Source: an optimization exercise on an open RTL-to-GDS flow (aim: small area). Production flows keep margins and buffers that such runs may drop. Function was checked by simulation only, so behaviour that the tests miss may differ from the original. Power and IR drop assume default switching activity.

[design/flow/config.mk]
export PLATFORM = sky130hd
export DESIGN_NAME = gameSV
export DESIGN_NICKNAME = gameSV
export VERILOG_FILES = /design/flow/design.v
export SDC_FILE = /design/flow/constraint.sdc
export NUM_CORES = 4
export LEC_CHECK = 0
export CAP_MARGIN = 20
export CORE_MARGIN = 2
export CORE_UTILIZATION = 40
export SLEW_MARGIN = 20
[design/flow/constraint.sdc]
create_clock -name core_clock -period 45.0 [get_ports {clk}]
set_input_delay 9.0000 -clock core_clock [delete_from_list [all_inputs] [get_ports {clk}]]
set_output_delay 9.0000 -clock core_clock [all_outputs]
set_load 0.01 [all_outputs]
[design/flow/design.v]
module update
  ( input            clk,
    input            rst,
    input            hit,
    output reg       upd,
    output           step,
    output reg [4:0] baset);
  reg [4:0] count;
  reg       hitprev;
  wire      wrap = (count[4] & count[1] & count[0]);  
  assign step = wrap & !upd;
  always @(posedge clk) begin
    if (rst) begin
      count   <= 5'd0;
      upd     <= 1'b0;
      baset   <= 5'd0;
      hitprev <= 1'b0;
    end else begin
      if (wrap) begin
        count <= 5'd0;
        upd   <= ~upd;
      end else begin
        count <= count + 5'd1;
      end
      if (hit != hitprev)
        baset <= count;
      hitprev <= hit;
    end
  end
endmodule
module gameSV ( input hit,
	input check,
	input clk,
	input rst,
	input test,
	output reg flash,
	output [47:0] display);
	localparam [24:0] SEED = 25'b100100100100101010010100;
	reg [24:0] base, basep, basepp;
	reg [1:0]  rb, rp, rpp;
	reg f1, v;
	reg p, t;
	reg neg, lastop;
	reg [19:0] score;  
	reg [19:0] tc;     
	wire       step;
	wire       upd;
	wire [4:0] baset;
	update m0 (.clk(clk), .rst(rst), .hit(hit), .upd(upd), .step(step), .baset(baset));
	wire        eq = (base == basep);
	wire [25:0] sum = {1'b0, basep} + {1'b0, basepp};
	function [1:0] mod3add;
		input [1:0] a, b;
		input c;
		reg [2:0] s;
		begin
			s = a + b + c;
			mod3add = (s >= 3'd6) ? s - 3'd6 : (s >= 3'd3) ? s - 3'd3 : s[1:0];
		end
	endfunction
	function [1:0] mod3small;
		input [4:0] x;
		mod3small = x % 3;
	endfunction
	wire [1:0] sumres = mod3add(rp, rpp, sum[25]);
	wire b0 = basep[0];
	wire tgt = (rp == 2'd0) ? (b0 & basep[3]) :
	           (rp == 2'd1) ? (b0 ? basep[1] : basep[4]) :
	                          (!b0 & basep[2]);
	wire correct = (hit == tgt);
	wire [3:0] s0 = score[3:0], s1 = score[7:4], s2 = score[11:8], s3 = score[15:12], s4 = score[19:16];
	wire zero = (score == 20'd0);
	wire one  = (score == 20'd1);
	wire up   = (correct != neg) | zero;
	function [3:0] bcdud;  
		input [3:0] d;
		input up, c;
		begin
			if (!c) bcdud = d;
			else if (up) bcdud = (d[3] & d[0]) ? 4'd0 : d + 4'd1;
			else bcdud = (d == 4'd0) ? 4'd9 : d - 4'd1;
		end
	endfunction
	wire n0 = (s0[3] & s0[0]), n1 = (s1[3] & s1[0]), n2 = (s2[3] & s2[0]), n3 = (s3[3] & s3[0]);
	wire z0 = (s0 == 0), z1 = (s1 == 0), z2 = (s2 == 0), z3 = (s3 == 0);
	wire c1 = up ? n0 : z0;
	wire c2 = c1 & (up ? n1 : z1);
	wire c3 = c2 & (up ? n2 : z2);
	wire c4 = c3 & (up ? n3 : z3);
	wire [19:0] score_n = {bcdud(s4, up, c4), bcdud(s3, up, c3), bcdud(s2, up, c2),
	                       bcdud(s1, up, c1), bcdud(s0, up, 1'b1)};
	function [3:0] inc9;
		input [3:0] d;
		input c;
		inc9 = !c ? d : (d[3] & d[0]) ? 4'd0 : d + 4'd1;
	endfunction
	wire [3:0] t0 = tc[3:0], t1 = tc[7:4], t2 = tc[11:8], t3 = tc[15:12], t4 = tc[19:16];
	wire e1 = t0[3] & t0[0];
	wire e2 = e1 & t1[3] & t1[0];
	wire e3 = e2 & t2[3] & t2[0];
	wire e4 = e3 & t3[3] & t3[0];
	wire [19:0] tc_n = {inc9(t4, e4), inc9(t3, e3), inc9(t2, e2), inc9(t1, e1), inc9(t0, 1'b1)};
	always @(posedge clk) begin
		if (rst) begin
			base   <= SEED;
			basep  <= SEED;
			basepp <= SEED + 25'd1;
			rb     <= 2'd2;    
			rp     <= 2'd2;
			rpp    <= 2'd0;    
			f1     <= 1'b0;
			v      <= 1'b0;
			p      <= 1'b0;
			t      <= 1'b1;
			flash  <= 1'b0;
			neg    <= 1'b0;
			lastop <= 1'b0;
			score  <= 20'd0;
			tc     <= 20'hFFFFF;
		end else if (step) begin
			flash <= ~flash;
			if (test) begin
				tc <= tc_n;
				t  <= 1'b1;
			end else begin
				t      <= 1'b0;
				p      <= check;
				lastop <= check;
				if (check) begin
					if (lastop) begin
						score <= score_n;
						if (zero) neg <= !correct;
						else if (one & correct) neg <= 1'b0;
					end
					base   <= eq ? sum[24:0] : {20'd0, baset};
					rb     <= eq ? sumres : mod3small(baset);
					basep  <= base;
					rp     <= rb;
					basepp <= basep;
					rpp    <= rp;
					f1     <= 1'b1;
					v      <= f1;
				end
			end
		end
	end
	function [7:0] codes;  
		input [3:0] d;
		case (d)
			4'd0: codes = 8'b11000000;
			4'd1: codes = 8'b11111001;
			4'd2: codes = 8'b10100100;
			4'd3: codes = 8'b10110000;
			4'd4: codes = 8'b10011001;
			4'd5: codes = 8'b10010010;
			4'd6: codes = 8'b10000010;
			4'd7: codes = 8'b11111000;
			4'd8: codes = 8'b10000000;
			4'd9: codes = 8'b10010000;
			default: codes = 8'b11111111;
		endcase
	endfunction
	wire [4:0] tpp = v ? basepp[4:0] : 5'd0;
	wire       q0 = basepp[0];
	wire [5:0] ch;  
	assign ch[0] = !v | (rpp == 2'd0 & !q0);
	assign ch[1] =  v & (rpp == 2'd1 &  q0);
	assign ch[2] =  v & (rpp == 2'd2 & !q0);
	assign ch[3] =  v & (rpp == 2'd0 &  q0);
	assign ch[4] =  v & (rpp == 2'd1 & !q0);
	assign ch[5] =  v & (rpp == 2'd2 &  q0);
	wire showp = p & !t;
	genvar i;
	generate
		for (i = 0; i < 5; i = i + 1) begin : dig
			wire [3:0] nib = t ? tc[4*i+3:4*i] : score[4*i+3:4*i];
			wire [7:0] pat = {!ch[i], 4'b1110, !tpp[i], !tpp[i], 1'b1};
			assign display[8*i+7:8*i] = showp ? pat : codes(nib);
		end
	endgenerate
	assign display[47:40] = p ? {!ch[5], 7'b1110111} : (neg ? 8'b10111111 : 8'b11111111);
endmodule
[design/flow/run.sh]
#!/bin/bash
# synth_recipe.tcl (not shown) runs the flow's synth.tcl, then flattens the netlist and writes it again
# the make line also repeats each setting of config.mk as NAME=value (left out here)
make -C /OpenROAD-flow-scripts/flow DESIGN_CONFIG=/design/flow/config.mk WORK_HOME=/design/flow/orfs CLKGATE_MAP_FILE= SYNTH_SCRIPT=/design/flow/synth_recipe.tcl finish
==> flow_metrics.tcl <==
set metrics [dict create \
    gp_congestion 0.823 \
    final.period_utilization 0.271 \
    start_kind "flip-flop" \
    wl_per_cell_um 14.8 \
    synthDistinctLibCells 84 \
    crit_path_start "lastop$_SDFFE_PP0P_" \
    power_density_mw_per_mm2 25.6 \
    dr_total_vias 7965 \
    numCtsBuffers 17 \
    synth_seq_cells 139 \
    required_ps 36000 \
    post_cts_buffers 0 \
    seq_area_mm2 0.00278 \
    ctsHoldBuffers 0 \
    netlist_top_cells_area "dfxtp_1 (30%), ha_1 (10%), nand2_1 (8.7%)" \
    cts_resized 0 \
    crit_type "flip-flop to primary output" \
    grt_pass1_vias 7309 \
    status "timing/DRC/antenna clean" \
    grtUsageTotal 0.182 \
    hold_viol 0 \
    synth_top_cell_by_area "dfxtp_1" \
    synth_flop_cell "dfxtp_1" \
    synth.most_common_cell "nand2_1" \
    slew_headroom 0.312 \
    syn_area_mm2 0.00915 \
    fin_nets 1256 \
    final-setup-viol-count 0 \
    drt_iter0_markers 538 \
    start_util 0.405 \
    syn_to_final_growth_pct 12.6 \
    clk_latency_ps 420 \
    antenna_cells 0 \
    root_buffer "clkbuf_16" \
    die_h_um 155 \
    async_reset_ff_frac 0 \
    synth_common_cells "nand2_1 (213), dfxtp_1 (139), a21oi_1 (98)" \
    fmax_mhz 82.1 \
    cts_htree_levels 4 \
    drive_above_1_share 0.0582 \
    synth_edf_count 0 \
    ant_nets 0 \
    vias_per_cell 5.41 \
    drt-pass1-iter-count 5 \
    antenna_found_initial 0 \
    place_inst 1440 \
    finalPower_uw 264 \
    portBuffers 48 \
    p_leak_nw 4.01 \
    ys_seq_area_frac 0.304 \
    netlist_instances 1160 \
    grt_overflow 0 \
    rr_startpoint "basepp[0]$_SDFFE_PP1P_" \
    peakVddDrop_mv 0.0190 \
    worstPathArrival_ps 3180 \
    place_ws_ps 32790 \
    finalWirelength_um 21700 \
    clock_skew_ps 11.0 \
    finalCriticalPeriod_ps 12180 \
    dieArea_mm2 0.0241 \
    finalNonFillerCells 1471 \
    final.setup.tns_ps 0 \
    hold_path_class "flip-flop to flip-flop" \
    path_clk_slew_ps 60 \
    drcViolationCount 0 \
    tightestPinTransition_ps 1030 \
    drv_slew 0 \
    multi_input_comb_area_mm2 0.00590 \
    setup_slack_ps 32820 \
    critPathMaxFanout 13 \
    grt_max_degree 73 \
    num_rows 55 \
    coreArea_mm2 0.0226 \
    min_from "basepp[18]$_SDFFE_PP0P_" \
    die_x_um 155 \
    tritoncts "yes" \
    end_kind "primary output" \
    ys_warn_count 2 \
    cts_buffer_depth 2 \
    ios 54 \
    syn_avg_cell_area_um2 7.89 \
    drv_cap 0 \
    n_fill_cell 2221 \
    synth_top_area_share 0.304 \
    cts.sinks 139 \
    rsz0062_at_grt "no" \
    dp_hpwl_um 15100 \
    grt_pass1_wl_um 35900 \
]
## metal layers
metal,share of wire,up-vias,track usage,wire length (µm)
met3,0.028,11,0.0370,611
met1,0.48,3743,0.237,10400
li1,-,4117,-,-
met5,0,-,0,0
met4,0.0069,0,0.0371,150
met2,0.49,94,0.312,10600
## where the power goes
| part | internal, mW | total, mW | switching (mW) |
|---|---|---|---|
| logic | 0.00144 | 0.00508 | 0.00363 |
| registers | 0.124 | 0.124 | 0.000508 |
| clock network | 0.0827 | 0.135 | 0.0521 |
## path summary, 6_finish.rpt
check	slack, ps	end	cells past startpoint
worst max-delay path	32820	display[39]	6
worst max register to register	40140	rb[1]$_SDFFE_PP1P_	20
worst min-delay path	460	basepp[18]$_SDFFE_PP0P_	2
worst min register to register	460	basepp[18]$_SDFFE_PP0P_	2
## sequential cells by signal, indices dropped and copies added, names as in the netlist, 5 cells and up
name and count:
base 25, basep 25, basepp 25, m0.baset 5, m0.count 5, score 20, tc 20
## cells by family (layout without fill, tap and decap cells)
| logic type | count (synthesis) | after routing | share of synthesized area |
|---|---|---|---|
| AOI/OAI and AO/OA | 304 | 304 | 0.217 |
| xor gates and xnor gates | 65 | 65 | 0.0639 |
| adders and majority gates | 77 | 77 | 0.108 |
| buffers and inverters | 109 | 131 | 0.0524 |
| DFF | 139 | 139 | 0.304 |
| muxes | 33 | 33 | 0.0368 |
| other | 1 | 5 | 0.000410 |
| and+or+nand+nor | 432 | 432 | 0.217 |
## cells in the final DEF, fill, tap and decap left out, types with 9 or more instances in the layout
master	n
a211oi_1	14
a21o_1	10
a21oi_1	98
a221o_1	9
a22oi_1	18
a31oi_1	11
clkbuf_16	17
clkdlybuf4s50_1	47
dfxtp_1	139
ha_1	74
inv_1	45
mux2i_1	28
nand2_1	212
nand2b_1	16
nand3_1	48
nand4_1	9
nor2_1	74
nor3_1	23
o21a_1	10
o21ai_0	64
o22ai_1	9
xnor2_1	40
xor2_1	24
## stage by stage
stage	utilization	hold WS [ps]	area [µm²]
2_1_floorplan	-	432	9160
3_3_place_gp	0.431	443	9740
3_5_place_dp	0.431	450	9740
4_1_cts	0.456	460	10300
5_1_grt	0.456	486	10300
6_report	0.456	459	10300
## layout make-up
class | instances | area share
multi-input cells | 916 | 0.573
flip-flops and latches | 139 | 0.270
repair buffers | 54 | 0.0508
clock buffers | 24 | 0.0487
well taps | 285 | 0.0346
inverters | 46 | 0.0168
clock inverters | 7 | 0.00619
## worst max-delay path, stage by stage, from the launching register on
cell and delay (ps):
dfxtp_1 480, inv_1 120, nor2_1 650, and2_1 680
nor2b_1 250, nand3b_1 90, clkdlybuf4s50_1 490

## separate check: timing with driven ports
In the flow no input, the clock included, has a driving cell. The finished layout below was timed again as built, in two steps.
Step 1 assumes that a clkbuf_16 drives the clock port and a buf_2 every other input.
Step 2 times the ports against the registers' clock, not the clock port: input delays grow and output delays shrink by t, the midpoint of the rising clock arrivals with the driver on.
Three values: ideal, step 1, step 2; two values: the first two.
t (ns): 0.466
slack for setup (ns): 32.818 / 32.769 / 32.798
worst setup path after step 2: input to register
clock arrival spread, ns: 0.012 / 0.011
slew at the worst register clock pin (ns): 0.06 / 0.06
After both steps setup and hold are still met in this run. The setup slack of this run moves by -0.049 ns with the drivers and by -0.020 ns with both steps.
